This is an optimization exercise on Yosys and OpenROAD, whose aim is small area, not a production implementation. Function was checked by simulation only, so behaviour that the tests miss may differ from the original. Power figures rest on the tool's default switching activity, not on a simulated workload.

<file path="design/flow/design.v">
module fifo_data_buffer
(
    input logic clear, flush,
    input logic clk, n_rst,
    input logic store_tx_data, store_rx_packet_data,
    input logic get_rx_data, get_tx_packet_data,
    input logic [7:0] tx_data, rx_packet_data,
    output logic [7:0] rx_data, tx_packet_data,
    output logic [6:0] buffer_occupancy
);
    logic s_reset, w_en, r_en;
    logic [7:0] wdata, rdata;
    logic [5:0] wpointer, rpointer;
    logic wrapped;            
    logic [7:0] mem [0:63];
    assign s_reset = clear | flush;
    assign w_en = store_tx_data | store_rx_packet_data;
    assign wdata = store_tx_data ? tx_data : rx_packet_data;
    assign r_en = get_tx_packet_data | get_rx_data;
    always_ff @(posedge clk, negedge n_rst) begin
        if (!n_rst) begin
            buffer_occupancy <= '0;
            rpointer <= '0;
            wpointer <= '0;
            wrapped <= 1'b0;
        end
        else if (s_reset) begin
            buffer_occupancy <= '0;
            rpointer <= '0;
            wpointer <= '0;
            wrapped <= 1'b0;
        end
        else begin
            if (w_en && !r_en) buffer_occupancy <= buffer_occupancy + 7'd1;
            else if (r_en && !w_en) buffer_occupancy <= buffer_occupancy - 7'd1;
            if (r_en) rpointer <= rpointer + 6'd1;
            if (w_en) begin
                wpointer <= wpointer + 6'd1;
                if (wpointer == 6'd63) wrapped <= 1'b1;
            end
        end
    end
    always_ff @(posedge clk) begin
        if (w_en) mem[wpointer] <= wdata;
    end
    assign rdata = (wrapped || rpointer < wpointer) ? mem[rpointer] : 8'd0;
    assign tx_packet_data = get_tx_packet_data ? rdata : 8'd0;
    assign rx_data = (get_rx_data && !get_tx_packet_data) ? rdata : 8'd0;
endmodule
module ahb_slave
(
    input logic clk,n_rst,
    input logic hsel,hwrite,
    input logic [1:0] htrans,hsize,
    input logic [3:0] haddr,
    input logic [31:0] hwdata,
    input logic [7:0]rx_data,
    input logic rx_data_ready,
    input logic rx_transfer_active,rx_error,
    input logic tx_transfer_active,tx_error,
    input logic [3:0] rx_packet,
    input logic [6:0] buffer_occupancy,
    output logic [7:0] tx_data,
    output logic store_tx_data,get_rx_data,
    output logic hready,hresp,
    output logic [3:0] tx_packet,
    output logic clear,
    output logic [31:0] hrdata,
    output logic d_mode
);
    logic nonseq, err_raw, fifo_addr, rd_cmd;
    assign nonseq = (htrans == 2'b10);
    assign err_raw = (hsize == 2'd3) || (hwrite && haddr >= 4'd4 && haddr <= 4'd8) ||
                     (haddr >= 4'd9 && haddr <= 4'd11) || (haddr >= 4'd14);
    assign fifo_addr = (haddr < 4'd4) && (hsize != 2'd3);
    assign rd_cmd = hsel && !hwrite && nonseq;
    logic [3:0] haddr_f;
    logic hwrite_f, err_f, wr_fifo_f, wr12_f, wr13_f;
    logic [1:0] align_f;
    always_ff @(posedge clk, negedge n_rst) begin
        if (!n_rst) begin
            haddr_f <= '0;
            hwrite_f <= 1'b0;
            err_f <= 1'b0;
            wr_fifo_f <= 1'b0;
            wr12_f <= 1'b0;
            wr13_f <= 1'b0;
            align_f <= '0;
        end
        else begin
            haddr_f <= haddr;
            hwrite_f <= hwrite;
            err_f <= err_raw;
            wr_fifo_f <= hwrite && nonseq && fifo_addr;
            wr12_f <= hwrite && nonseq && hsize == 2'd0 && haddr == 4'd12;
            wr13_f <= hwrite && nonseq && hsize == 2'd0 && haddr == 4'd13;
            align_f <= (hsize == 2'd0) ? haddr[1:0] : (hsize == 2'd1) ? {haddr[1], 1'b0} : 2'b00;
        end
    end
    logic [2:0] pos;
    logic [1:0] nm1;
    logic mode_wr;
    logic busy, byte_ph, last;
    assign busy = !(pos[2] && !pos[1]);
    assign byte_ph = !pos[2];
    assign last = (pos[1:0] == nm1);
    always_ff @(posedge clk, negedge n_rst) begin
        if (!n_rst) begin
            pos <= 3'd4;
            nm1 <= '0;
            mode_wr <= 1'b0;
        end
        else if (!busy) begin
            if (hsel && nonseq && fifo_addr) begin
                pos <= hwrite ? 3'd6 : 3'd7;
                mode_wr <= hwrite;
                nm1 <= (hsize == 2'd0) ? 2'd0 : (hsize == 2'd1) ? 2'd1 : 2'd3;
            end
        end
        else if (byte_ph && last) pos <= 3'd4;
        else pos <= pos + 3'd1;
    end
    assign get_rx_data = byte_ph && !mode_wr;
    assign store_tx_data = byte_ph && mode_wr;
    logic [31:0] wdata_q;
    logic [1:0] wsel_q;
    logic wr_data_ph;
    assign wr_data_ph = hsel && wr_fifo_f;
    always_ff @(posedge clk) begin
        if (wr_data_ph) begin
            wdata_q <= hwdata;
            wsel_q <= align_f;
        end
    end
    logic [1:0] tx_idx;
    assign tx_idx = wsel_q + pos[1:0];
    assign tx_data = store_tx_data ? wdata_q[8*tx_idx +: 8] : 8'd0;
    logic [6:0] stat;   
    logic [1:0] er;
    logic [6:0] bo;
    always_ff @(posedge clk, negedge n_rst) begin
        if (!n_rst) begin
            stat <= '0;
            er <= '0;
            bo <= '0;
        end
        else begin
            stat <= {tx_transfer_active, rx_transfer_active,
                     rx_packet == 4'b1010, rx_packet == 4'b0010,
                     rx_packet == 4'b0001, rx_packet == 4'b1001, rx_data_ready};
            er <= {tx_error, rx_error};
            bo <= buffer_occupancy;
        end
    end
    logic [3:0] tx_pac;
    logic flush_ctrl, tta_prev;
    logic [3:0] x;
    always_comb begin
        x = '0;
        case (hwdata)
            32'd1 : x = 4'b0011;
            32'd2 : x = 4'b0010;
            32'd3 : x = 4'b1010;
            32'd4 : x = 4'b1110;
            default: x = '0;
        endcase
    end
    always_ff @(posedge clk, negedge n_rst) begin
        if (!n_rst) begin
            tx_pac <= '0;
            flush_ctrl <= 1'b0;
            tta_prev <= 1'b1;
        end
        else begin
            tta_prev <= tx_transfer_active;
            if (!tx_transfer_active && tta_prev) tx_pac <= '0;
            else if (hsel && wr12_f) tx_pac <= x;
            if (buffer_occupancy == 7'd0) flush_ctrl <= 1'b0;
            else if (hsel && wr13_f) flush_ctrl <= hwdata[0];
        end
    end
    logic hazard;
    assign hazard = hwrite_f && (haddr_f == haddr);
    logic [31:0] nxt_hrdata;
    always_comb begin
        nxt_hrdata = hrdata;
        if (rd_cmd) begin
            if (hazard) nxt_hrdata = hwdata;
            else begin
                case (hsize)
                    2'b00:
                        case (haddr)
                            4'd4: nxt_hrdata = {27'd0, stat[4:0]};
                            4'd5: nxt_hrdata = {22'd0, stat[6:5], 8'd0};
                            4'd6: nxt_hrdata = {31'd0, er[0]};
                            4'd7: nxt_hrdata = {23'd0, er[1], 8'd0};
                            4'd8: nxt_hrdata = {25'd0, bo};
                            4'd12: nxt_hrdata = {28'd0, tx_pac};
                            4'd13: nxt_hrdata = {31'd0, flush_ctrl};
                            default: ;
                        endcase
                    2'b01:
                        case (haddr)
                            4'd4, 4'd5: nxt_hrdata = {22'd0, stat[6:5], 3'd0, stat[4:0]};
                            4'd6, 4'd7: nxt_hrdata = {23'd0, er[1], 7'd0, er[0]};
                            default: ;
                        endcase
                    default: ;
                endcase
            end
        end
        if (get_rx_data) nxt_hrdata[8*pos[1:0] +: 8] = rx_data;
    end
    always_ff @(posedge clk, negedge n_rst) begin
        if (!n_rst) hrdata <= '0;
        else hrdata <= nxt_hrdata;
    end
    assign hresp = hsel && (err_raw || err_f);
    assign hready = !busy && !(hsel && err_raw && !err_f);
    assign clear = flush_ctrl;
    assign tx_packet = tx_pac;
    assign d_mode = !rx_transfer_active;
endmodule
module falling_edge_detect (
    input wire clk, n_rst, dplus_sync,
    output wire d_edge
);
logic dplus_prev;
always_ff @( posedge clk, negedge n_rst ) begin : FF
    if(!n_rst) dplus_prev <= 1'b1;
    else dplus_prev <= dplus_sync;
end
assign d_edge = ~dplus_sync & dplus_prev;
endmodule
module rising_edge_detector (
    input wire clk, n_rst, dplus_sync,
    output wire d_edge
);
logic dplus_prev;
always_ff @( posedge clk, negedge n_rst ) begin : FF
    if(!n_rst) dplus_prev <= 1'b1;
    else dplus_prev <= dplus_sync;
end
assign d_edge = dplus_sync & ~dplus_prev;
endmodule
module flex_counter_tx 
#(
    parameter NUM_CNT_BITS = 4
)
(
    input logic clk, n_rst, clear, count_enable,
    input logic [(NUM_CNT_BITS-1):0] rollover_val,
    output logic [(NUM_CNT_BITS-1):0] count_out,
    output logic rollover_flag
);
    logic next_flag;
    logic [(NUM_CNT_BITS-1):0] next_count;
    always_ff @(posedge clk, negedge n_rst) begin : FF_FLEX_COUNTER
        if (n_rst == 1'b0) begin
            count_out <= 'b0;
            rollover_flag <= 1'b0;
        end
        else begin
            if (clear == 1'b1) begin
                count_out <= 'b0;
                rollover_flag <= 1'b0;
            end
            else if (count_enable == 1'b1) begin
                count_out <= next_count;
                rollover_flag <= next_flag;
            end
        end
    end
    always_comb begin
        next_flag = 1'b0;
        if (count_out == rollover_val) begin
            next_count = (NUM_CNT_BITS)'(1'b1);
        end
        else if (count_out == rollover_val - 1) begin
            next_count = count_out + 1;
            next_flag = 1'b1;
        end
        else begin
            next_count = count_out + 1;
        end
    end
endmodule
module flex_pts_sr_tx
#(
    parameter NUM_BITS = 4,
    parameter SHIFT_MSB = 1
)
(
    input logic clk, n_rst, shift_enable, load_enable,
    input logic [NUM_BITS-1:0] parallel_in,
    output logic serial_out
);
    logic [NUM_BITS-1:0] state, next_state;
    assign serial_out = SHIFT_MSB ? state[NUM_BITS-1] : state[0];
    always_ff @ (posedge clk, negedge n_rst) begin
        if (n_rst == 1'b0) begin
            state <= '1;
        end
        else
            state <= next_state;
    end
    always_comb begin
        next_state = state;
        if (load_enable) begin
            next_state = parallel_in;
        end
        else if (shift_enable) begin
            if (SHIFT_MSB) begin
                next_state = {state[NUM_BITS-2:0], 1'b1};
            end
            else begin
                next_state = {1'b1, state[NUM_BITS-1:1]};
            end
        end
    end
endmodule
module tx_control_fsm
(
    input logic clk, n_rst,
    input logic next_byte, eop_done,
    input logic [3:0] tx_packet,
    input logic [6:0] buffer_occupancy,
    output logic send_eop, manual_load, initiate,
    output logic [1:0] packet_select,
    output logic tx_transfer_active, tx_error, get_tx_packet_data, enable_timer, clear_timer
);
    localparam IDLE_P = 4'b0000 ;
    localparam DATA0_P = 4'b0011 ;
    localparam DATA1_P = 4'b1011;
    localparam ACK_P = 4'b0010;
    localparam NAK_P = 4'b1010;
    typedef enum logic [3:0] { 
        IDLE,
        BUFF_CHECK,
        ERROR,
        ERROR_WAIT,
        SYNC_L,
        INITIATE,
        INITIATE_WAIT,
        PID_L,
        DATA_L,
        DATA_W,
        EOP,
        CLEAR,
        WAIT
    } stateType;
    stateType state, next_state;
    always_ff @( posedge clk, negedge n_rst ) begin : STATE
        if (n_rst == 1'b0) begin
            state <= IDLE;
        end
        else begin
            state <= next_state;
        end
    end
    always_comb begin : NEXT_STATE
        next_state = state;
        case (state)
            IDLE: begin
                case (tx_packet)
                    DATA0_P, DATA1_P: begin
                        next_state = BUFF_CHECK;
                    end
                    ACK_P, NAK_P: begin
                        next_state = SYNC_L;
                    end
                endcase
            end
            ERROR_WAIT: begin
                case (tx_packet)
                    DATA0_P, DATA1_P: begin
                        next_state = BUFF_CHECK;
                    end
                    ACK_P, NAK_P: begin
                        next_state = SYNC_L;
                    end
                endcase
            end
            ERROR: begin
                if (tx_packet == 0) begin
                    next_state = ERROR_WAIT;
                end
            end
            BUFF_CHECK: begin
                if (buffer_occupancy == 0) begin
                    next_state = ERROR;
                end
                else begin
                    next_state = SYNC_L;
                end
            end
            SYNC_L: begin
                next_state = INITIATE;
            end
            INITIATE: begin
                next_state = INITIATE_WAIT;
            end
            INITIATE_WAIT: begin
                if (next_byte == 1'b1) begin
                    next_state = PID_L;
                end
            end
            PID_L: begin
                if (next_byte == 1'b1) begin
                    case (tx_packet)
                        DATA0_P, DATA1_P: begin
                            next_state = DATA_L;
                        end
                        ACK_P, NAK_P: begin
                            next_state = EOP;
                        end
                    endcase
                end
            end
            DATA_L: begin
                next_state = DATA_W;
            end
            DATA_W: begin
                if (next_byte == 1'b1) begin
                    if (buffer_occupancy == 0) begin
                        next_state = EOP;
                    end
                    else begin
                        next_state = DATA_L;
                    end
                end
            end
            EOP: begin
                if (eop_done == 1'b1) begin
                    next_state = CLEAR;
                end
            end
            CLEAR: begin
                next_state = WAIT;
            end
            WAIT: begin
                if (tx_packet == 0) begin
                    next_state = IDLE;
                end
            end
        endcase
    end
    always_comb begin : OUTPUT_LOGIC
        send_eop = 0;
        manual_load = 0;
        initiate = 0;
        packet_select = '0;
        tx_transfer_active = 0;
        tx_error = 0;
        get_tx_packet_data = 0;
        enable_timer = 0;
        clear_timer = 0;
        case (state) 
            CLEAR: begin
                clear_timer = 1;
            end
            ERROR: begin
                tx_error = 1;
            end
            ERROR_WAIT: begin
                tx_error = 1;
            end
            BUFF_CHECK: begin
                tx_transfer_active = 1;
            end
            SYNC_L: begin
                tx_transfer_active = 1;
                manual_load = 1;
            end
            INITIATE: begin
                tx_transfer_active = 1;
                enable_timer = 1;
                initiate = 1;
            end
            INITIATE_WAIT: begin
                tx_transfer_active = 1;
                enable_timer = 1;
            end
            EOP: begin
                send_eop = 1;
                enable_timer = 1;
                tx_transfer_active = 1;
            end
            PID_L: begin
                packet_select = 2'd1;
                enable_timer = 1;
                tx_transfer_active = 1;
            end
            DATA_L: begin
                get_tx_packet_data = 1;
                packet_select = 2'd2;
                enable_timer = 1;
                tx_transfer_active = 1;
            end
            DATA_W: begin
                packet_select = 2'd2;
                enable_timer = 1;
                tx_transfer_active = 1;
            end
        endcase
    end
endmodule
module tx_encoder
(
    input logic clk, n_rst,
    input logic serial_out, new_bit, initiate, send_eop,
    output logic Dplus_out, Dminus_out, eop_done
);
    logic next_dp, next_dm;
    typedef enum logic [2:0] { NORMAL, P_EOP=4, EOP2, EOP3, IDLE} stateType;
    stateType state, next_state;
    always_ff @( posedge clk, negedge n_rst ) begin : REG
        if (n_rst == 1'b0) begin
            Dplus_out <= 1'b1;  
            Dminus_out <= 1'b0;
            state <= NORMAL;
        end
        else begin
            Dplus_out <= next_dp;
            Dminus_out <= next_dm;
            state <= next_state;
        end
    end
    always_comb begin : NEXT_STATE
        next_state = state;
        case (state)
            NORMAL: begin
                if (send_eop == 1'b1) begin
                    next_state = P_EOP;
                end
            end 
            P_EOP: begin
                if (new_bit == 1'b1) begin
                    next_state = EOP2;
                end
            end
            EOP2: begin
                if (new_bit == 1'b1) begin
                    next_state = EOP3;
                end
            end
            EOP3: begin
                if (new_bit == 1'b1) begin
                    next_state = IDLE;
                end
            end
            IDLE: begin
                if (new_bit == 1'b1) begin
                    next_state = NORMAL;
                end
            end
        endcase
    end
    always_comb begin : NEXT_DP_LOGIC
        next_dp = Dplus_out;
        next_dm = Dminus_out;
        eop_done = 0;
        case (state) 
            IDLE: begin
                next_dp = 1;
                next_dm = 0;
                if (new_bit == 1'b1) begin
                    eop_done = 1;
                end
            end
            NORMAL: begin
                if (new_bit == 1'b1 || initiate == 1'b1) begin
                    if (serial_out == 1'b0) begin
                        next_dp = ~Dplus_out;
                        next_dm = ~Dminus_out;
                    end
                end
            end
            P_EOP: begin
                if (new_bit == 1'b1) begin
                    next_dp = 0;
                    next_dm = 0;
                end
            end
            EOP2: begin
                next_dp = 0;
                next_dm = 0;
            end
            EOP3: begin
                if (new_bit == 1'b1) begin
                    next_dp = 1;
                    next_dm = 0;
                end
                else begin
                    next_dp = 0;
                    next_dm = 0;
                end
            end
        endcase
    end
endmodule
module tx_mux
(
    input logic [7:0] sync_byte, pid_byte, tx_packet_data,
    input logic [1:0] packet_select,
    output logic [7:0] parallel_in
);
    always_comb begin
        case (packet_select)
            2'd0: begin
                parallel_in = sync_byte;
            end 
            2'd1: begin
                parallel_in = pid_byte;
            end
            2'd2: begin
                parallel_in = tx_packet_data;
            end
            default: begin
                parallel_in = sync_byte;
            end
        endcase
    end
endmodule
module tx_pid_byte
(
    input logic [3:0] tx_packet,
    output logic [7:0] pid_byte
);
    localparam IDLE = 4'b0000 ;
    localparam DATA0 = 4'b0011 ;
    localparam DATA1 = 4'b1011;
    localparam ACK = 4'b0010;
    localparam NAK = 4'b1010;
    always_comb begin 
        pid_byte = {~tx_packet, tx_packet};
    end
endmodule
module tx_shift_register
(
    input logic clk, n_rst,
    input logic [7:0] parallel_in,
    input logic load_enable, shift_enable, manual_load,
    output logic serial_out
);
    logic load;
    assign load = manual_load | load_enable;
    flex_pts_sr_tx #(.NUM_BITS(8), .SHIFT_MSB(0)) pts_shift_reg 
    (
        .clk(clk),
        .n_rst(n_rst),
        .shift_enable(shift_enable),
        .load_enable(load),
        .parallel_in(parallel_in),
        .serial_out(serial_out)
    );
endmodule
module tx_sync_byte
(
    output logic [7:0] sync_byte
);
    assign sync_byte = 8'b10000000;
endmodule
module tx_timer
(
    input logic clk, n_rst,
    input logic clear_timer, enable_timer,
    output logic next_byte, shift_enable, new_bit, load_enable
);
    logic [3:0] bit_cycle_count;
    assign shift_enable = bit_cycle_count == 4'd7 ? 1'b1 : 1'b0;
    flex_counter_tx bit_period_tracker
    (
        .clk(clk),
        .n_rst(n_rst),
        .clear(clear_timer),
        .count_enable(enable_timer),
        .rollover_val(4'd8),
        .count_out(bit_cycle_count),
        .rollover_flag(new_bit)
    );
    logic [6:0] byte_count_out;
    assign load_enable = byte_count_out == 7'd63 ? 1'b1 : 1'b0;
    assign next_byte = byte_count_out == 7'd62 ? 1'b1 : 1'b0;
    flex_counter_tx #(.NUM_CNT_BITS(3'd7)) byte_complete_tracker
    (
        .clk(clk),
        .n_rst(n_rst),
        .clear(clear_timer),
        .count_enable(enable_timer),
        .rollover_val(7'd64),
        .count_out(byte_count_out)
    );
endmodule
module usb_tx
(
    input logic clk, n_rst,
    input logic [3:0] tx_packet,
    input logic [6:0] buffer_occupancy,
    input logic [7:0] tx_packet_data,
    output logic tx_transfer_active, tx_error, get_tx_packet_data, Dplus_out, Dminus_out
);
    logic next_byte; 
    logic eop_done;
    logic send_eop;
    logic manual_load;
    logic initiate;
    logic [1:0] packet_select;
    logic enable_timer;
    logic clear_timer;
    tx_control_fsm TX_CONTROL_FSM
    (
        .clk(clk),
        .n_rst(n_rst),
        .next_byte(next_byte),
        .eop_done(eop_done),
        .tx_packet(tx_packet),
        .buffer_occupancy(buffer_occupancy),
        .send_eop(send_eop),
        .manual_load(manual_load),
        .initiate(initiate),
        .packet_select(packet_select),
        .tx_transfer_active(tx_transfer_active),
        .tx_error(tx_error),
        .get_tx_packet_data(get_tx_packet_data),
        .enable_timer(enable_timer),
        .clear_timer(clear_timer)
    );
    logic shift_enable;
    logic new_bit;
    logic load_enable;
    tx_timer TX_TIMER
    (
        .clk(clk),
        .n_rst(n_rst),
        .clear_timer(clear_timer),
        .enable_timer(enable_timer),
        .next_byte(next_byte),
        .shift_enable(shift_enable),
        .new_bit(new_bit),
        .load_enable(load_enable)
    );
    logic serial_out;
    tx_encoder TX_ENCODER
    (
        .clk(clk),
        .n_rst(n_rst),
        .serial_out(serial_out),
        .new_bit(new_bit),
        .initiate(initiate),
        .send_eop(send_eop),
        .Dplus_out(Dplus_out),
        .Dminus_out(Dminus_out),
        .eop_done(eop_done)
    );
    logic [7:0] parallel_in;
    tx_shift_register TX_SHIFT_REGISTER
    (
        .clk(clk),
        .n_rst(n_rst),
        .parallel_in(parallel_in),
        .load_enable(load_enable),
        .shift_enable(shift_enable),
        .manual_load(manual_load),
        .serial_out(serial_out)
    );
    logic [7:0] pid_byte;
    tx_pid_byte TX_PID_BYTE
    (
        .tx_packet(tx_packet),
        .pid_byte(pid_byte)
    );
    logic [7:0] sync_byte;
    tx_sync_byte TX_SYNC_BYTE
    (
        .sync_byte(sync_byte)
    );
    tx_mux TX_MUX
    (
        .sync_byte(sync_byte),
        .pid_byte(pid_byte),
        .tx_packet_data(tx_packet_data),
        .packet_select(packet_select),
        .parallel_in(parallel_in)
    );
endmodule
module rx_decoder(
    input wire shift_en, clk, n_rst, dplus_sync, rcving,
    output logic d_orig
);
logic d_in1, d_in2, next_in1, next_in2;  
always_ff @( posedge clk, negedge n_rst ) begin : FF
    if(!n_rst) begin
        d_in1 <= 1;
        d_in2 <= 0;
    end
    else if(rcving) begin
       d_in1 <= next_in1;
       d_in2 <= next_in2;
    end
end
always_comb begin : Next_Serial_Logic
    next_in1 = d_in1;
    next_in2 = d_in2;
    if (shift_en) begin
        next_in1 = dplus_sync;
        next_in2 = d_in1;
    end
end
assign d_orig = ~(next_in1 ^ next_in2);
endmodule
module rx_edge_detector (
    input wire clk, n_rst, dplus_sync,
    output wire d_edge
);
logic dplus_prev;
always_ff @( posedge clk, negedge n_rst ) begin : FF
    if(!n_rst) dplus_prev <= 1'b1;
    else dplus_prev <= dplus_sync;
end
assign d_edge = dplus_sync == ~dplus_prev;
endmodule
module rx_eop_detector(
    input wire clk, n_rst, dplus_sync, dminus_sync, receiving,
    output wire eop
);
assign eop = (receiving && (dplus_sync == dminus_sync)) ? 1'b1 : 1'b0;
endmodule
module rx_flex_counter #(
    parameter NUM_CNT_BITS = 4
)
(
    input wire clk,
    input wire n_rst,
    input wire clear,
    input wire count_enable,
    input reg[NUM_CNT_BITS-1:0] rollover_val,
    output reg [NUM_CNT_BITS-1:0] count_out,
    output reg rollover_flag
);
reg [NUM_CNT_BITS-1:0] next_count;
reg next_rollover_flag;
always_ff @(posedge clk, negedge n_rst) 
begin
    if(n_rst == 1'b0) begin
        rollover_flag <= 1'b0;
        count_out <= '0;
    end 
    else begin
        rollover_flag <= next_rollover_flag;
        count_out <= next_count;
    end
end
always_comb begin
    next_count = count_out;
    next_rollover_flag = rollover_flag;
    if(clear == 1'b1) begin
        next_count = '0;
        next_rollover_flag = 1'b0;
    end 
    else begin
        if(count_enable == 1'b1) begin
            if(count_out == (rollover_val-1)) begin
                next_count = next_count + 1;
                next_rollover_flag = 1'b1;
            end
            else if(rollover_flag == 1'b1) begin
                next_count = {{{NUM_CNT_BITS-1}{1'b0}}, 1'b1};
                next_rollover_flag = 1'b0;
            end
            else 
                next_count = next_count + 1;
        end
    end
end
endmodule
module rx_flex_stp_sr #(
    parameter NUM_BITS = 8,
    parameter SHIFT_MSB = 0
)
(
  input wire clk,
  input wire n_rst,
  input wire serial_in,
  input wire shift_enable,
  output reg [NUM_BITS-1:0] parallel_out 
);
reg[NUM_BITS-1:0] next_data;
always_ff @(posedge clk, negedge n_rst) begin : FF
    if(n_rst == 1'b0) begin
        parallel_out <= '1;
    end
    else
        parallel_out <= next_data;
end
always_comb begin : Next_State
    next_data = parallel_out;
    if(shift_enable) begin
        if(!SHIFT_MSB)  
            next_data = {serial_in, parallel_out[NUM_BITS-1:1]};
        else
            next_data = {parallel_out[NUM_BITS-2:0], serial_in};
    end
end
endmodule
module rx_rcu(
    input wire clk, n_rst, eop, byte_received, d_edge, max_bytes_received,
    input wire [7:0] rcv_data,
    input wire [6:0] buffer_occupancy,
    input wire [3:0] count_bytes,
    output logic flush, store_rx_packet_data, rx_data_ready, rx_transfer_active, rx_error,
    output logic [7:0] rx_packet_data,
    output logic [3:0] rx_packet,
    output logic clear_byte_received
);
typedef enum logic [4:0] {DATA_SEND_NO_STORE, WAIT, IDLE, READ_SYNC, CHECK_SYNC, READ_PID, SEND_PID, ACK_NACK, FLUSH, TOKEN_D1, SEND_TOKEN1, TOKEN_D2, SEND_TOKEN2, NO_DATA, DATA_RECV, DATA_SEND, EOP_STATE, ERROR} state_type;
logic err_flag, next_err_flag;
state_type state, next_state;
localparam check_sync = 8'b10000000;
localparam IN = 4'b1001;
localparam OUT = 4'b0001;
localparam DATA0 = 4'b0011;
localparam DATA1 = 4'b1011;
localparam ACK = 4'b0010;
localparam NACK = 4'b1010;
always_ff @( posedge clk, negedge n_rst ) begin : FF2
    if(!n_rst) err_flag <= 1'b0;
    else err_flag <= next_err_flag;
end
always_ff @( posedge clk, negedge n_rst ) begin : FF
    if(!n_rst) 
         state <= IDLE;
    else
        state <= next_state;
end
always_comb begin : NEXT_STATE_LOGIC
    next_state = state;
    next_err_flag = err_flag;
    clear_byte_received = 1'b0;
    case (state)
        IDLE : begin
            if(d_edge) next_state = READ_SYNC;
            else next_state = IDLE;
        end 
        READ_SYNC : begin
            if(eop) next_state = ERROR;
            else if(byte_received) next_state = CHECK_SYNC;
            else next_state = READ_SYNC;
        end 
        CHECK_SYNC : begin
            if(eop) next_state = ERROR;
            else if(rcv_data == check_sync) begin 
                next_state = READ_PID;
                clear_byte_received = 1'b1;
            end
            else next_state = ERROR;
        end 
        READ_PID : begin
            if(eop) next_state = ERROR;
            else if(byte_received) next_state = SEND_PID;
            else next_state = READ_PID;
        end 
        SEND_PID : begin
            if(eop) next_state = ERROR;
            else begin 
                clear_byte_received = 1'b1;
                case (rcv_data[3:0])
                    ACK, NACK : next_state = ACK_NACK;  
                    IN, OUT : next_state = TOKEN_D1;
                    DATA0, DATA1 : next_state = FLUSH;  
                    default: next_state = ERROR;
                endcase
            end
        end 
        ACK_NACK : begin
            if(eop) next_state = EOP_STATE;
            else next_state = ERROR;
        end
        NO_DATA : begin
           if(eop) next_state = EOP_STATE;
           else next_state = ERROR; 
        end 
        TOKEN_D1 : begin
            if(eop) next_state = ERROR;
            if(byte_received) next_state = SEND_TOKEN1;
            else next_state = TOKEN_D1;
        end 
        SEND_TOKEN1 : begin
            if(eop) next_state = ERROR;
            clear_byte_received = 1'b1;
            next_state = TOKEN_D2;
        end 
        TOKEN_D2 : begin
            if(eop) next_state = ERROR;
            if(byte_received) next_state = SEND_TOKEN2;
            else next_state = TOKEN_D2;
        end 
        SEND_TOKEN2 : begin
            if(eop) next_state = EOP_STATE;
            else next_state = WAIT;
            clear_byte_received = 1'b1;
        end 
        FLUSH : begin
            if(eop) next_state = ERROR;
            else next_state = DATA_RECV;
        end 
        DATA_RECV : begin
            if(eop || max_bytes_received) next_state = ERROR;
            else if(byte_received) next_state = DATA_SEND;
            else next_state = DATA_RECV;
        end 
        DATA_SEND : begin
            if(eop) next_state = EOP_STATE;
            else if(~max_bytes_received && d_edge) begin
                next_state = DATA_RECV;
                clear_byte_received = 1'b1;
            end
            else begin 
                next_state = DATA_SEND_NO_STORE;
                clear_byte_received = 1'b1;
            end
        end 
        WAIT : begin
            if(eop) next_state = EOP_STATE;
            else next_state = WAIT;
        end
        DATA_SEND_NO_STORE: begin
            if(eop && count_bytes != 4'd8) next_state = ERROR;
            else if(eop) next_state = EOP_STATE;
            else if(max_bytes_received && d_edge) next_state = ERROR;
            else if(max_bytes_received && byte_received) next_state = ERROR;
            else if(~max_bytes_received && byte_received) begin
                next_state = DATA_SEND;
                clear_byte_received = 1'b1;
            end
            else next_state = DATA_SEND_NO_STORE;
        end
        EOP_STATE : begin
            if(d_edge) next_state = IDLE;
            else next_state = EOP_STATE;
        end 
        ERROR : begin
            if(eop) next_state = EOP_STATE;
            else next_state = ERROR;
        end 
        default: next_state = IDLE;
    endcase
    if(next_state == ERROR) next_err_flag = 1'b1;
    else if(next_state == READ_SYNC) next_err_flag = 1'b0;
end
always_comb begin : state_logic
        rx_transfer_active = 1'b0;
        rx_error = err_flag;
        flush = 1'b0;
        rx_data_ready = 1'b0;
        store_rx_packet_data = 1'b0;
        rx_transfer_active = 1'b0;
        rx_packet = '0;
        rx_packet_data = '0;
        case (state)
            IDLE : begin
                rx_transfer_active = 1'b0;
                flush = 1'b0;
                rx_data_ready = 1'b0;
                store_rx_packet_data = 1'b0;
            end 
            READ_SYNC : begin
                rx_transfer_active = 1'b1;
                flush = 1'b0;
                rx_data_ready = 1'b0;
                store_rx_packet_data = 1'b0;
            end 
            CHECK_SYNC : begin
                rx_transfer_active = 1'b1;
                rx_error = 1'b0;
                flush = 1'b0;
                rx_data_ready = 1'b0;
                store_rx_packet_data = 1'b0;
            end 
            READ_PID : begin
                rx_transfer_active = 1'b1;
                rx_error = 1'b0;
                flush = 1'b0;
                rx_data_ready = 1'b0;
                store_rx_packet_data = 1'b0;
            end 
            SEND_PID : begin
                rx_transfer_active = 1'b1;
                rx_error = 1'b0;
                flush = 1'b0;
                rx_data_ready = 1'b0;
                store_rx_packet_data = 1'b0;
                rx_packet = rcv_data[3:0];
            end 
            ACK_NACK : begin
                rx_transfer_active = 1'b1;
                rx_error = 1'b0;
                flush = 1'b0;
                rx_data_ready = 1'b0;
                store_rx_packet_data = 1'b0;
                rx_packet = rcv_data[3:0];
            end
            NO_DATA : begin
                rx_transfer_active = 1'b1;
                rx_error = 1'b0;
                flush = 1'b0;
                rx_data_ready = 1'b0;
                store_rx_packet_data = 1'b0;
            end 
            TOKEN_D1 : begin
                rx_transfer_active = 1'b1;
                rx_error = 1'b0;
                flush = 1'b0;
                rx_data_ready = 1'b0;
                store_rx_packet_data = 1'b0;
            end 
            SEND_TOKEN1 : begin
                rx_transfer_active = 1'b1;
                rx_error = 1'b0;
                flush = 1'b0;
                rx_data_ready = 1'b0;
                store_rx_packet_data = 1'b1;
                rx_packet_data = rcv_data;
            end 
            TOKEN_D2 : begin
                rx_transfer_active = 1'b1;
                rx_error = 1'b0;
                flush = 1'b0;
                rx_data_ready = 1'b0;
                store_rx_packet_data = 1'b0;
            end 
            SEND_TOKEN2 : begin
                rx_transfer_active = 1'b1;
                rx_error = 1'b0;
                flush = 1'b0;
                rx_data_ready = 1'b1;
                store_rx_packet_data = 1'b1;
                rx_packet_data = rcv_data;
            end 
            FLUSH : begin
                rx_transfer_active = 1'b1;
                rx_error = 1'b0;
                flush = 1'b1;
                rx_data_ready = 1'b0;
                store_rx_packet_data = 1'b0;
            end 
            DATA_RECV : begin
                rx_transfer_active = 1'b1;
                rx_error = 1'b0;
                flush = 1'b0;
                rx_data_ready = 1'b0;
                store_rx_packet_data = 1'b0;
            end 
            DATA_SEND : begin
                rx_transfer_active = 1'b1;
                rx_error = 1'b0;
                flush = 1'b0;
                rx_data_ready = 1'b1;
                store_rx_packet_data = 1'b1;
                rx_packet_data = rcv_data;
            end 
            DATA_SEND_NO_STORE: begin
                rx_transfer_active = 1'b1;
                rx_error = 1'b0;
                flush = 1'b0;
                rx_data_ready = 1'b0;
                store_rx_packet_data = 1'b0;
                rx_packet_data = rcv_data;
            end
            EOP_STATE : begin
                rx_transfer_active = 1'b0;
                flush = 1'b0;
                rx_data_ready = 1'b0;
                store_rx_packet_data = 1'b0;
            end 
            WAIT : begin
                rx_transfer_active = 1'b1;
                flush = 1'b0;
                rx_data_ready = 1'b0;
                store_rx_packet_data = 1'b0;
            end 
            ERROR : begin
                rx_transfer_active = 1'b1;
                rx_error = 1'b1;
                flush = 1'b0;
                rx_data_ready = 1'b0;
                store_rx_packet_data = 1'b0;
            end 
    endcase
end
endmodule
module rx_sync_high ( 
    input wire clk,
    input wire n_rst,
    input wire async_in,
    output logic sync_out
);
logic temp;
always_ff @(posedge clk, negedge n_rst)
begin
    if(n_rst == 1'b0) begin
        sync_out <= 1'b1;
        temp <= 1'b1;
    end
    else begin
        temp <= async_in;
        sync_out <= temp;
    end
end
endmodule
module rx_sync_low ( 
    input wire clk,
    input wire n_rst,
    input wire async_in,
    output logic sync_out
);
logic temp;
always_ff @(posedge clk, negedge n_rst)
begin
    if(n_rst == 1'b0) begin
        sync_out <= 1'b0;
        temp <= 1'b0;
    end
    else begin
        temp <= async_in;
        sync_out <= temp;
    end
end
endmodule
module rx_timer(
    input wire clk, n_rst, receiving,
    output logic shift_en, packet_received, max_data_received,
    output logic [3:0] count_out_bit
);
    logic rollover_flag;
    localparam num_bits = 4;
    logic [num_bits-1:0] count_out_10bit;
    rx_flex_counter #(num_bits) ten_bit_count(
                    .clk(clk), 
                    .n_rst(n_rst), 
                    .clear(!receiving), 
                    .count_enable(receiving), 
                    .rollover_val(4'd8), 
                    .count_out(count_out_10bit)
    );
    assign shift_en = count_out_10bit == 4'd3 ? 1'b1 : 1'b0;
    logic [num_bits-1:0] count_out_8bit;
    rx_flex_counter #(num_bits) nine_bit_count(
                    .clk(clk), 
                    .n_rst(n_rst), 
                    .clear(!receiving), 
                    .count_enable(shift_en), 
                    .rollover_val(4'd8), 
                    .count_out(count_out_8bit), 
                    .rollover_flag(rollover_flag)
    );
    rising_edge_detector rise (.clk(clk), .n_rst(n_rst), .dplus_sync(rollover_flag), .d_edge(packet_received) );
    assign count_out_bit = count_out_8bit;
    logic [6:0] count_out_64bytes;
    rx_flex_counter #(7) six_four_byte_count(
                    .clk(clk), 
                    .n_rst(n_rst), 
                    .clear(!receiving), 
                    .count_enable(packet_received), 
                    .rollover_val(7'd66), 
                    .count_out(count_out_64bytes), 
                    .rollover_flag(max_data_received)
    );
endmodule
module usb_rx
(
    input wire clk, n_rst, dplus_in, dminus_in,
    input logic [6:0] buffer_occupancy,
    output logic rx_transfer_active, rx_error, flush, store_rx_packet_data, rx_data_ready,
    output logic [3:0] rx_packet,
    output logic [7:0] rx_packet_data
);
logic dplus_sync, dminus_sync, d_edge, d_orig, eop, shift_en, buff_en, byte_received;
logic [3:0] bit_cnt, count_bytes;
logic [7:0] temp_hold, rcv_fifo;
logic [15:0] buffer;
logic max_data_bytes_received;
logic clear_byte_received;
rx_sync_high sync_h(.clk(clk), .n_rst(n_rst), .async_in(dplus_in), .sync_out(dplus_sync));
rx_sync_low sync_l(.clk(clk), .n_rst(n_rst), .async_in(dminus_in), .sync_out(dminus_sync));
rx_edge_detector EDG (.clk(clk), .n_rst(n_rst), .dplus_sync(dplus_sync), .d_edge(d_edge));
rx_decoder dec(.clk(clk), .n_rst(n_rst), .rcving(rx_transfer_active), .dplus_sync(dplus_sync), .shift_en(shift_en), .d_orig(d_orig));
rx_timer tim(.clk(clk), .n_rst(n_rst), .receiving(rx_transfer_active), .packet_received(byte_received), .shift_en(shift_en), .max_data_received(max_data_bytes_received), .count_out_bit(count_bytes));
rx_flex_stp_sr #(8, 0) shift_register (.clk(clk), .n_rst(n_rst), .serial_in(d_orig), .shift_enable(shift_en), .parallel_out(temp_hold));
always_ff @( posedge clk, negedge n_rst ) begin : blockName
    if(!n_rst) rcv_fifo <= '1;
    else if(byte_received) rcv_fifo <= temp_hold;
end
rx_eop_detector eop_detec (.clk(clk), .n_rst(n_rst), .dplus_sync(dplus_sync), .dminus_sync(dminus_sync), .receiving(rx_transfer_active), .eop(eop));
rx_rcu state(.clk(clk), .n_rst(n_rst), .eop(eop), .byte_received(byte_received), .d_edge(d_edge), .rcv_data(rcv_fifo), .flush(flush), .rx_error(rx_error), .max_bytes_received(max_data_bytes_received),
                    .store_rx_packet_data(store_rx_packet_data), .rx_packet_data(rx_packet_data), 
                    .rx_data_ready(rx_data_ready), .rx_packet(rx_packet), .rx_transfer_active(rx_transfer_active), .buffer_occupancy(buffer_occupancy), .clear_byte_received(clear_byte_received),
                    .count_bytes(count_bytes));
endmodule
module usb_endpoint
(
    input logic clk,
    input logic n_rst,
    input logic hsel,
    input logic [3:0] haddr,
    input logic [1:0] htrans,
    input logic [1:0] hsize,
    input logic hwrite,
    input logic [31:0] hwdata,
    input logic dplus_in,
    input logic dminus_in,
    output logic [31:0] hrdata,
    output logic hresp,
    output logic hready,
    output logic d_mode,
    output logic dplus_out,
    output logic dminus_out
);
    logic [3:0] rx_packet;
    logic rx_data_ready,rx_transfer_active,tx_transfer_active,rx_error,flush;
    logic [6:0] buffer_occupancy;
    logic [7:0] rx_data;
    logic get_rx_data,store_tx_data;
    logic [7:0] tx_data;
    logic clear;
    logic [7:0] tx_packet_data;
    logic [3:0] tx_packet;
    logic tx_error;
    logic get_tx_packet_data;
    logic store_rx_packet_data;
    logic [7:0] rx_packet_data;
    ahb_slave
    SLAVE(
        .clk(clk),
        .n_rst(n_rst),
        .hsel(hsel),
        .hwrite(hwrite),
        .htrans(htrans),
        .hsize(hsize),
        .haddr(haddr),
        .hwdata(hwdata),
        .rx_data(rx_data),
        .rx_data_ready(rx_data_ready),
        .rx_transfer_active(rx_transfer_active),
        .rx_error(rx_error),
        .tx_transfer_active(tx_transfer_active),
        .tx_error(tx_error),
        .rx_packet(rx_packet),
        .buffer_occupancy(buffer_occupancy),
        .tx_data(tx_data),
        .store_tx_data(store_tx_data),
        .get_rx_data(get_rx_data),
        .hready(hready),
        .hresp(hresp),
        .tx_packet(tx_packet),
        .clear(clear),
        .hrdata(hrdata),
        .d_mode(d_mode)
    );
    fifo_data_buffer
    FIFO_BUFFER(
        .clear(clear),
        .flush(flush), 
        .clk(clk),
        .n_rst(n_rst), 
        .store_tx_data(store_tx_data),
        .store_rx_packet_data(store_rx_packet_data), 
        .get_rx_data(get_rx_data),
        .get_tx_packet_data(get_tx_packet_data),
        .tx_data(tx_data),
        .rx_packet_data(rx_packet_data),
        .rx_data(rx_data),
        .tx_packet_data(tx_packet_data),
        .buffer_occupancy(buffer_occupancy)
    );
    usb_tx
    TX_USB(
        .clk(clk),
        .n_rst(n_rst),
        .tx_packet(tx_packet),
        .buffer_occupancy(buffer_occupancy),
        .tx_packet_data(tx_packet_data),
        .tx_transfer_active(tx_transfer_active),
        .tx_error(tx_error),
        .get_tx_packet_data(get_tx_packet_data),
        .Dplus_out(dplus_out),
        .Dminus_out(dminus_out)
    );
    usb_rx
    RX_USB(
        .clk(clk),
        .n_rst(n_rst),
        .dplus_in(dplus_in),
        .dminus_in(dminus_in),
        .buffer_occupancy(buffer_occupancy),
        .rx_transfer_active(rx_transfer_active),
        .rx_error(rx_error),
        .flush(flush),
        .store_rx_packet_data(store_rx_packet_data),
        .rx_data_ready(rx_data_ready),
        .rx_packet(rx_packet),
        .rx_packet_data(rx_packet_data)
    );
endmodule
</file>
<file path="design/flow/run.sh">
#!/bin/bash
# synth_recipe.tcl (not shown) runs the flow's synth.tcl, then flattens the netlist and writes it again
# the make line also repeats each setting of config.mk as NAME=value (left out here)
make -C /OpenROAD-flow-scripts/flow DESIGN_CONFIG=/design/flow/config.mk WORK_HOME=/design/flow/orfs CLKGATE_MAP_FILE= SYNTH_SCRIPT=/design/flow/synth_recipe.tcl finish
</file>
<file path="design/flow/config.mk">
export PLATFORM = sky130hd
export DESIGN_NAME = usb_endpoint
export DESIGN_NICKNAME = usb_endpoint
export VERILOG_FILES = /design/flow/design.v
export SDC_FILE = /design/flow/constraint.sdc
export NUM_CORES = 4
export LEC_CHECK = 0
export CAP_MARGIN = 20
export CORE_MARGIN = 2
export CORE_UTILIZATION = 45
export SLEW_MARGIN = 20
</file>
<file path="design/flow/constraint.sdc">
create_clock -name core_clock -period 10.0 [get_ports {clk}]
set_input_delay 2.0000 -clock core_clock [delete_from_list [all_inputs] [get_ports {clk}]]
set_output_delay 2.0000 -clock core_clock [all_outputs]
set_load 0.01 [all_outputs]
</file>
==> key figures <==
Critical path
  • Flop-to-flop setup slack: roughly 5.4 ns
  • Critical Path Slowest Stage Cell: clkdlybuf4s50_1
  • CP bufs+invs: 2
  • Crit path cell chain: clkdlybuf4s50_1, nor2b_1, a21o_1, o21ai_0, o21a_1, clkdlybuf4s50_1
  • Data arrival, critical path: 4.36 ns
  • Reg-to-reg startpoint: FIFO_BUFFER.rpointer[0]$_DFFE_PN0P_
  • Crit path top cell by count: clkdlybuf4s50_1
  • Delay-heaviest family, CP: buffers and inverters
  • Crit end category: output pin
  • Crit start category: input pin
  • Crit Path Max Fanout: 19
  • CP Data Required Time: 8.00 ns
  • RR Endpoint: SLAVE.hrdata[18]$_DFF_PN0_
  • Setup CP Type: in -> out
  • Worst reg2reg path depth: 9
  • Largest stage delay on the critical path: approximately 0.78 ns

Layout
  • Layout Utilization: 51.8%
  • Layout net count: around 2,300
  • Share of post-route cells with drive strength above 1: 13.0%
  • Area grow syn2layout: 13.4%
  • Most frequent cells in the layout: edfxtp_1, nor2_1, nand2_1, mux2i_1, dfrtp_1
  • Ant. Diodes: 0
  • Filler cells: between 5,000 and 6,000
  • Most common cell after layout, fill and taps aside: edfxtp_1

Global route
  • GRT Util Overall: 22.9%
  • Initial antenna violation count: 0
  • Pin count of the biggest net entering global routing: 75
  • Grt ovf: 0
  • First-pass GRT wire length: 121,000 um
  • Vias in the first global route: 18,800

Floorplan
  • Die width: 266 um
  • Die area: between 70,000 and 80,000 um2
  • Num rows: 95
  • Core box area: 67,400 um2
  • Number of I/O pins: 83
  • Initial Util: between 40% and 50%
  • Die height: approximately 270 um

Place
  • IO buf count: 82
  • Worst slack, placed: around 3.7 ns
  • HPWL Detailed: 51,500 um
  • Final GP Congestion: between 0.9 and 1

Pwr
  • P per Cell Area: 256 nW/um2
  • VDD IR max: 0.000158 V
  • Lkg Pwr: 0.0118 uW
  • Total power: 8940 uW

Clock tree
  • Clock Pin Slew Worst Setup and Hold Paths: about 0.06 ns
  • Post-CTS Setup Bufs: 0
  • CTS H-tree lvls: 3
  • Worst-case clock buffer depth: 3
  • Clock root cell: clkbuf_16
  • Post_cts resized: 0
  • CTS tree: built
  • Num CTS Buffers: a little under 80
  • Hold-fix buffers, CTS: 0
  • CTS Sinks: around 700
  • Latest clock arrival within the worst-skew pair: 0.63 ns

STA
  • Worst slew pin tran: 1.24 ns
  • Tcrit/Tclk final: 63.6%
  • RSZ-0062 raised after global routing: no
  • Final Worst Setup Slack: 3.64 ns
  • Fmax: approximately 0.16 GHz
  • # setup viols final: 0
  • Rel. slew slack: 17.0%
  • Final Hold Viols: 0
  • Clock skew: 0.0404 ns
  • Minimum clock period: 6.36 ns
  • Total negative slack: 0 ns
  • Final slew viol count: 0

Logic synthesis
  • Avg Cell Area, Syn: 14.4 um2
  • Top cell type's share of synthesized area: 53.3%
  • Post-synth EDFFs: 546
  • Synth area leader: edfxtp_1
  • Cell Area, Synth: between 30,000 and 40,000 um2
  • FFs w/ async S/R, synth: 23.4%
  • Syn nets: 2,212
  • Prevailing post-synth register cell: edfxtp_1
  • Yosys cell types: between 70 and 80
  • Yosys warns: 19
  • Seq cells post-synth: 713
  • Synth area leaders: edfxtp_1, dfrtp_1, mux4_2
  • Cells after Synth: between 2,000 and 2,500
  • Sequential fraction of the synthesis area: between 60% and 70%

Drt
  • DRT Pass-1 Iters: 5
  • DR DRC count: 0
  • Via density: 6.04
  • Post-DR wirelength/cell: 25.5 um
  • Via count: 19,000
  • Drt initial violations: approximately 2,100
  • Total Wirelength: 80,300 um
  • Post-DRT Antenna Nets: 0

Min path
  • Hold path cells: 0
  • Worst Min Path Start: RX_USB.sync_h.temp$_DFF_PN1_
  • Hold/Removal Path Class: reg -> reg
  • Hold-critical path endpoint: RX_USB.sync_h.sync_out$_DFF_PN1_

Run status
  • Outcome: finished clean

Job
  • Max cap viols: 0
[cell usage after synthesis (8+ instances only)]
cell type  count
nor4_1        15
and2_1        12
a22oi_1       79
nand3b_1      10
nand4_1       12
nor2_1       181
dfstp_2       33
nor2b_1       23
mux2_2        13
nand2b_1      18
o21ai_0       65
mux2i_1      134
o21a_1        12
mux4_2        80
o211ai_1      12
buf_4          8
a211oi_1      21
ha_1          28
a31oi_1       11
buf_1         10
buf_2         30
xor2_1        11
o22ai_1       48
a22o_1        31
clkbuf_1      65
inv_1         39
nand2_1      146
nor3_1        29
nand3_1       45
and3_1         9
xnor2_1       18
a21o_1        10
edfxtp_1     546
a21oi_1       83
dfrtp_1      134
[power breakdown]
| part | switching (uW) | internal [uW] |
|---|---|---|
| Clock | 1190 | 1650 |
| Combinational | 1490 | 992 |
| Sequential | 243 | 3370 |
| Total | 2920 | 6010 |
[flip-flops by register name (all words and copies together) (netlist names), 5 cells and up]
register,flops
FIFO_BUFFER.buffer_occupancy,7
FIFO_BUFFER.mem,512
FIFO_BUFFER.rpointer,6
FIFO_BUFFER.wpointer,6
RX_USB.rcv_fifo,8
RX_USB.shift_register.parallel_out,8
RX_USB.state.state,5
RX_USB.tim.six_four_byte_count.count_out,7
SLAVE.bo,7
SLAVE.hrdata,32
SLAVE.stat,7
SLAVE.wdata_q,32
TX_USB.TX_SHIFT_REGISTER.pts_shift_reg.state,8
TX_USB.TX_TIMER.byte_complete_tracker.count_out,7
[layer usage]
| metal | GRT usage, % | vias to the layer above | share of wire [%] |
|---|---|---|---|
| met5 | 0 | - | 0 |
| met4 | 5.99 | 0 | 2.6 |
| met3 | 4.51 | 137 | 7.1 |
| met2 | 36.6 | 721 | 48 |
| met1 | 32.2 | 9703 | 42 |
| li1 | - | 8424 | - |
[logic make-up after synthesis]
family          synth area share (%)
buf+inv                         2.45
mux                             10.7
simple gates                    8.10
fa+ha+maj                       1.20
xor+xnor                       0.825
flops                           67.0
compound gates                  9.78
[metrics by stage]
step	instance area, um2	instances	hold WS, ns
2_1_floorplan	30800	2137	0.331
3_3_place_gp	32400	3004	0.339
3_5_place_dp	32400	3004	0.336
4_1_cts	34900	3145	0.362
5_1_grt	34900	3145	0.362
6_report	34900	3145	0.358
[how the worst max path moves through the flow]
| stage | start | to | slack [ns] | depth (start not counted) |
|---|---|---|---|---|
| after floorplan | haddr[3] | hresp | 4.80 | 6 |
| after global placement | haddr[3] | hresp | 3.69 | 6 |
| after detailed placement | haddr[3] | hresp | 3.70 | 6 |
| after CTS | haddr[3] | hresp | 3.68 | 6 |
| after global routing | haddr[0] | hready | 3.49 | 7 |
| final | haddr[3] | hresp | 3.64 | 6 |
[area by class of cell]
class / count / area (um2) / share of cell area (%)
clock buffer: 101 / 2070 / 5.93
timing repair buffer: 115 / 1070 / 3.07
sequential: 713 / 20600 / 59.1
inverter: 41 / 154 / 0.441
tap: 873 / 1090 / 3.13
multi-input combinational: 1262 / 9440 / 27.1
clock inverter: 40 / 447 / 1.28

==> what the ideal ports hide <==
No port has a modelled driver above. Below, the same layout with a new extraction and two added sets of constraints. Step 1 sets driving cells, clkbuf_16 on the clock port and buf_2 on the other inputs (assumed; they add their load-dependent delay and slew). Step 2 adds t to the input delays and takes it off the output delays; t is the mean of the earliest and latest rising clock arrival at the registers after step 1. Input paths then give back, and output paths get back, about the clock's delay inside the block. Slacks: ideal / step 1 / step 2; pairs: ideal / step 1.
shift t [ns]: 0.671
slack for setup (ns): 3.642 / 3.617 / 3.617
clock arrival spread, ns: 0.045 / 0.045
After both steps setup and hold are still met in this run. For this run, drivers alone change the setup slack by -0.025 ns; drivers and shift together by -0.025 ns.
